From an optimization exercise on the open Yosys and OpenROAD flow, aimed at small area, a short achievable clock period and few clock cycles; shortcuts taken in it are not production practice. At most, simulation tests tie the RTL to the original design; equivalence was not proved.

## onyx
// cordic
module cordic (
    input  wire        clk,
    input  wire        rst_n,
    input  wire        start,
    input  wire [15:0] x_in,
    input  wire [15:0] y_in,
    input  wire [15:0] z_in,
    output reg         done,
    output wire [15:0] x_out,
    output wire [15:0] y_out,
    output wire [15:0] z_out
);
    reg [15:0] x, y, z;
    reg        busy;
    reg [3:0]  ia, ib;
    wire [3:0] i_x = ia;
    wire [3:0] i_y = ~ib;
    wire [3:0] i_z = ia;
    function [15:0] add16;
        input [15:0] a, b;
        input ci;
        reg [15:0] p, g, pp, gg;
        begin
            p = a ^ b;
            g = a & b;
            gg = g; pp = p;
            gg[0] = g[0] | (p[0] & ci);
            gg[15] = gg[15] | (pp[15] & gg[14]); pp[15] = pp[15] & pp[14];
            gg[13] = gg[13] | (pp[13] & gg[12]); pp[13] = pp[13] & pp[12];
            gg[11] = gg[11] | (pp[11] & gg[10]); pp[11] = pp[11] & pp[10];
            gg[9] = gg[9] | (pp[9] & gg[8]); pp[9] = pp[9] & pp[8];
            gg[7] = gg[7] | (pp[7] & gg[6]); pp[7] = pp[7] & pp[6];
            gg[5] = gg[5] | (pp[5] & gg[4]); pp[5] = pp[5] & pp[4];
            gg[3] = gg[3] | (pp[3] & gg[2]); pp[3] = pp[3] & pp[2];
            gg[1] = gg[1] | (pp[1] & gg[0]); pp[1] = pp[1] & pp[0];
            gg[15] = gg[15] | (pp[15] & gg[13]); pp[15] = pp[15] & pp[13];
            gg[14] = gg[14] | (pp[14] & gg[13]); pp[14] = pp[14] & pp[13];
            gg[11] = gg[11] | (pp[11] & gg[9]); pp[11] = pp[11] & pp[9];
  ...
==> flow/config.mk <==
export PLATFORM = sky130hd
export DESIGN_NAME = cordic
export DESIGN_NICKNAME = cordic
export VERILOG_FILES = /design/flow/design.v
export SDC_FILE = /design/flow/constraint.sdc
export NUM_CORES = 4
export LEC_CHECK = 0
export CAP_MARGIN = 20
export CORE_MARGIN = 2
export CORE_UTILIZATION = 40
export SLEW_MARGIN = 20
==> flow/constraint.sdc <==
create_clock -name core_clock -period 10.0 [get_ports {clk}]
set_input_delay 2.0000 -clock core_clock [delete_from_list [all_inputs] [get_ports {clk}]]
set_output_delay 2.0000 -clock core_clock [all_outputs]
set_load 0.01 [all_outputs]
standard.sh (not shown) runs the stock make flow with config.mk's settings and CLKGATE_MAP_FILE= SYNTH_SCRIPT=/design/flow/synth_recipe.tcl, a recipe that flattens the netlist after the stock synthesis.
==> flow/flow/run.sh <==
#!/bin/bash
# Standard layout, with the port buffers made from the smallest buffer cell
# and timing repair aimed at a setup slack of 6 ns.
set -euo pipefail
export BUFFER_PORTS_ARGS="-buffer_cell sky130_fd_sc_hd__buf_1"
bash standard.sh SETUP_SLACK_MARGIN=6 finish > standard.log 2>&1
[inputs] harbor vs onyx
# onyx
export LEC_CHECK = 0
export CAP_MARGIN = 20
export CORE_MARGIN = 2
export CORE_UTILIZATION = 40
export SLEW_MARGIN = 20
create_clock -name core_clock -period 10.0 [get_ports {clk}]
# harbor
export LEC_CHECK = 0
export ABC_AREA = 1
export CAP_MARGIN = 20
export CORE_MARGIN = 2
export CORE_UTILIZATION = 40
export SLEW_MARGIN = 20
create_clock -name core_clock -period 10.0 [get_ports {clk}]
Notes after the runs:
Going from onyx to harbor, final critical-path share of the clock period went down 1.6 points.
Wire length: harbor vs onyx up about 15%
Compare onyx and harbor | pre-CTS setup slack lower: onyx
[inputs] cedar vs harbor
# harbor
export LEC_CHECK = 0
export ABC_AREA = 1
export CAP_MARGIN = 20
export CORE_MARGIN = 2
export CORE_UTILIZATION = 40
export SLEW_MARGIN = 20
create_clock -name core_clock -period 10.0 [get_ports {clk}]
# cedar
export LEC_CHECK = 0
export CAP_MARGIN = 20
export CORE_MARGIN = 2
export CORE_UTILIZATION = 40
export CTS_BUF_LIST = sky130_fd_sc_hd__clkbuf_4 sky130_fd_sc_hd__clkbuf_8
export CTS_CLUSTER_DIAMETER = 100
export CTS_CLUSTER_SIZE = 30
export SLEW_MARGIN = 20
create_clock -name core_clock -period 10.0 [get_ports {clk}]
==> flow/flow/run.sh <==
#!/bin/bash
# The standard layout with these changes:
# - synthesis is the standard script, with ABC's mapping script replaced by
#   flow/abc_map.script and without the step that maps adders to full- and
#   half-adder cells, so ABC maps the adders' logic itself (the registers are
#   mapped before ABC runs and are the standard synthesis's);
# - the port buffers are made from the smallest buffer cell;
# - timing repair aims at a setup slack of 6.5 ns;
# - clock tree synthesis adds no dummy loads.
set -euo pipefail
here=$(pwd)
{
  head -n 1 synth_recipe.tcl
  echo "proc abc {args} { set i [lsearch \$args -script]; lset args [expr {\$i + 1}] $here/flow/abc_map.script; yosys abc {*}\$args }"
  tail -n +2 synth_recipe.tcl
} > flow_synth.tcl
export BUFFER_PORTS_ARGS="-buffer_cell sky130_fd_sc_hd__buf_1"
cts_args="-sink_clustering_enable -repair_clock_nets -sink_clustering_size 30 -sink_clustering_max_diameter 100 -buf_list {sky130_fd_sc_hd__clkbuf_4 sky130_fd_sc_hd__clkbuf_8} -dont_use_dummy_load"
bash standard.sh CTS_ARGS="$cts_args" SYNTH_SCRIPT="$here/flow_synth.tcl" ADDER_MAP_FILE= SETUP_SLACK_MARGIN=6.5 finish > standard.log 2>&1
==> flow/flow/abc_map.script (new file) <==
strash
balance
rewrite
refactor
balance
rewrite
rewrite -z
balance
refactor -z
rewrite -z
balance
dch
map -a
topo
buffer -c
upsize -c
dnsize -c
## What came out
- cedar: source-to-sink clock delay at the later pin of the worst-skew pair is 0.03 ns higher than what harbor reported.
- Setup slack (lower): harbor
- cedar ended up with fewer standard cells than harbor.
- Compared with harbor, in cedar achievable clock frequency went up; post-layout instance area went down; register-to-register slack went up; post-synthesis cell area went down; global router's overall resource usage went down.
- Relative to harbor, the width of the chip of cedar is lower by 6.4 um.
No run of this note included a check of the RTL's function; only the layout flow was run.


run A:
cordic, a different RTL version from the one above (not shown whole).
Size: roughly 930 cells after synthesis, about 100 I/O pins.
==> flow/design.v (excerpt) <==
module cordic (
    input  wire        clk,
    input  wire        rst_n,
    input  wire        start,
    input  wire [15:0] x_in,
    input  wire [15:0] y_in,
    input  wire [15:0] z_in,
    output reg         done,
    output wire [15:0] x_out,
    output wire [15:0] y_out,
    output wire [15:0] z_out
);
clock: 10.0 ns
lec_check: 0
cap_margin: 20
core_margin: 2
core_utilization: 40
cts_buf_list: sky130_fd_sc_hd__clkbuf_4 sky130_fd_sc_hd__clkbuf_8
cts_cluster_diameter: 100
cts_cluster_size: 30
slew_margin: 20
==> flow/flow/run.sh <==
#!/bin/bash
# The standard layout with these changes:
# - synthesis is the standard script, with ABC's mapping script replaced by
#   flow/abc_map.script and without the step that maps adders to full- and
#   half-adder cells, so ABC maps the adders' logic itself (the registers are
#   mapped before ABC runs and are the standard synthesis's);
# - the port buffers are made from the smallest buffer cell;
# - timing repair aims at a setup slack of 6.5 ns;
# - clock tree synthesis adds no dummy loads.
set -euo pipefail
here=$(pwd)
{
  head -n 1 synth_recipe.tcl
  echo "proc abc {args} { set i [lsearch \$args -script]; lset args [expr {\$i + 1}] $here/flow/abc_map.script; yosys abc {*}\$args }"
  tail -n +2 synth_recipe.tcl
} > flow_synth.tcl
export BUFFER_PORTS_ARGS="-buffer_cell sky130_fd_sc_hd__buf_1"
cts_args="-sink_clustering_enable -repair_clock_nets -sink_clustering_size 30 -sink_clustering_max_diameter 100 -buf_list {sky130_fd_sc_hd__clkbuf_4 sky130_fd_sc_hd__clkbuf_8} -dont_use_dummy_load"
bash standard.sh CTS_ARGS="$cts_args" SYNTH_SCRIPT="$here/flow_synth.tcl" ADDER_MAP_FILE= SETUP_SLACK_MARGIN=6.5 finish > standard.log 2>&1
==> flow/flow/abc_map.script <==
strash
balance
rewrite
refactor
balance
rewrite
rewrite -z
balance
refactor -z
rewrite -z
balance
dch
map -a
topo
buffer -c
upsize -c
dnsize -c
Run A went all the way through synthesis, placement and routing and the layout is clean on timing, DRC and antenna.
Testbench counts of run A, summed over its fixed seeds: cycles 12,488.
Here is what was changed in the inputs of run B compared with run A.
--- a/flow/flow/abc_map.script
+++ b/flow/flow/abc_map.script
@@ -13 +13 @@
-map -a
+amap
Findings:
Period utilization in run B is 1.2 points higher than in run A
In run B the setup fix buffers added after clock tree synthesis turned out 2 higher than in run A.
Run B against run A: xor and xnor area share after synthesis shrank by 11 points.
Higher global-route usage over all layers was reported by run B, not run A.
Slew at the pin with the worst max-slew slack on run B is down relative to run A.
Run A -> run B: wire length decreased by a few percent
When run B is measured against run A, its final area turns out 3.3% lower.
Looking at startpoint-to-endpoint class of the critical path, the flip-flop to flip-flop result is from run B; the flip-flop to primary output one comes from run A.
The wire length of the first global-routing pass reported for run B is smaller than that of run A by about 7%.
Summary of the comparison: number of fill cells is lower in run B, relative to run A.
Input changes introduced in run C (baseline for comparison: run B):
- CTS_CLUSTER_SIZE removed (was 30)
- CTS_BUF_LIST removed (was sky130_fd_sc_hd__clkbuf_4 sky130_fd_sc_hd__clkbuf_8)
- CTS_CLUSTER_DIAMETER removed (was 100)
==> flow/flow/run.sh <==
#!/bin/bash
# Standard layout, with the port buffers made from the smallest buffer cell
# and timing repair aimed at a setup slack of 6 ns.
set -euo pipefail
export BUFFER_PORTS_ARGS="-buffer_cell sky130_fd_sc_hd__buf_1"
bash standard.sh SETUP_SLACK_MARGIN=6 finish > standard.log 2>&1
removed: flow/flow/abc_map.script
--- outcome ---
- The total number of multi-input combinational cells in run B is 1.15 times that in run C.
- As far as number of cells traversed by the worst hold path goes, run B and run C are indistinguishable; the numbers are identical.
- Per the comparison of run C with run B, fmax shrank by 0.030 GHz, sequential share of layout area shrank by 2.7 points, via count shrank by 504, final area grew by 840 um2.
- Comparing run B and run C, HPWL after detailed placement is higher on run C.
- Run C — non-clock buffer count about 10% lower, run B as reference

-- port drivers added, routing unchanged --
The flow's constraints put no driver on any port. The routed layouts listed below were extracted and timed again, unchanged, in two steps. Step 1 (the two cells are an assumption about what drives the block):
set clk [get_ports {clk}]
set_driving_cell -lib_cell sky130_fd_sc_hd__clkbuf_16 $clk
set_driving_cell -lib_cell sky130_fd_sc_hd__buf_2 [delete_from_list [all_inputs] $clk]
Step 2 also shifts input and output timing later by t, the mid clock arrival at the registers, as if the neighbouring blocks saw the same clock. a / b / c = ideal / step 1 / step 2; a / b = the first two.
| run | t, ns | setup WS [ns] | worst setup path after step 2 |
|---|---|---|---|
| onyx | 0.381 | 6.201 / 6.201 / 6.201 | register to register |
| harbor | 0.374 | 6.364 / 6.364 / 6.125 | input to register |
| cedar | 0.395 | 6.829 / 6.807 / 6.479 | input to register |
| run A | 0.395 | 6.779 / 6.744 / 6.627 | input to register |
| run B | 0.400 | 6.662 / 6.662 / 6.570 | input to register |
| run C | 0.385 | 6.287 / 6.287 / 6.287 | register to register |
After both steps every run listed still meets setup and hold. For cedar, which loses most, drivers alone change the setup slack by -0.022 ns; drivers and shift together by -0.350 ns.
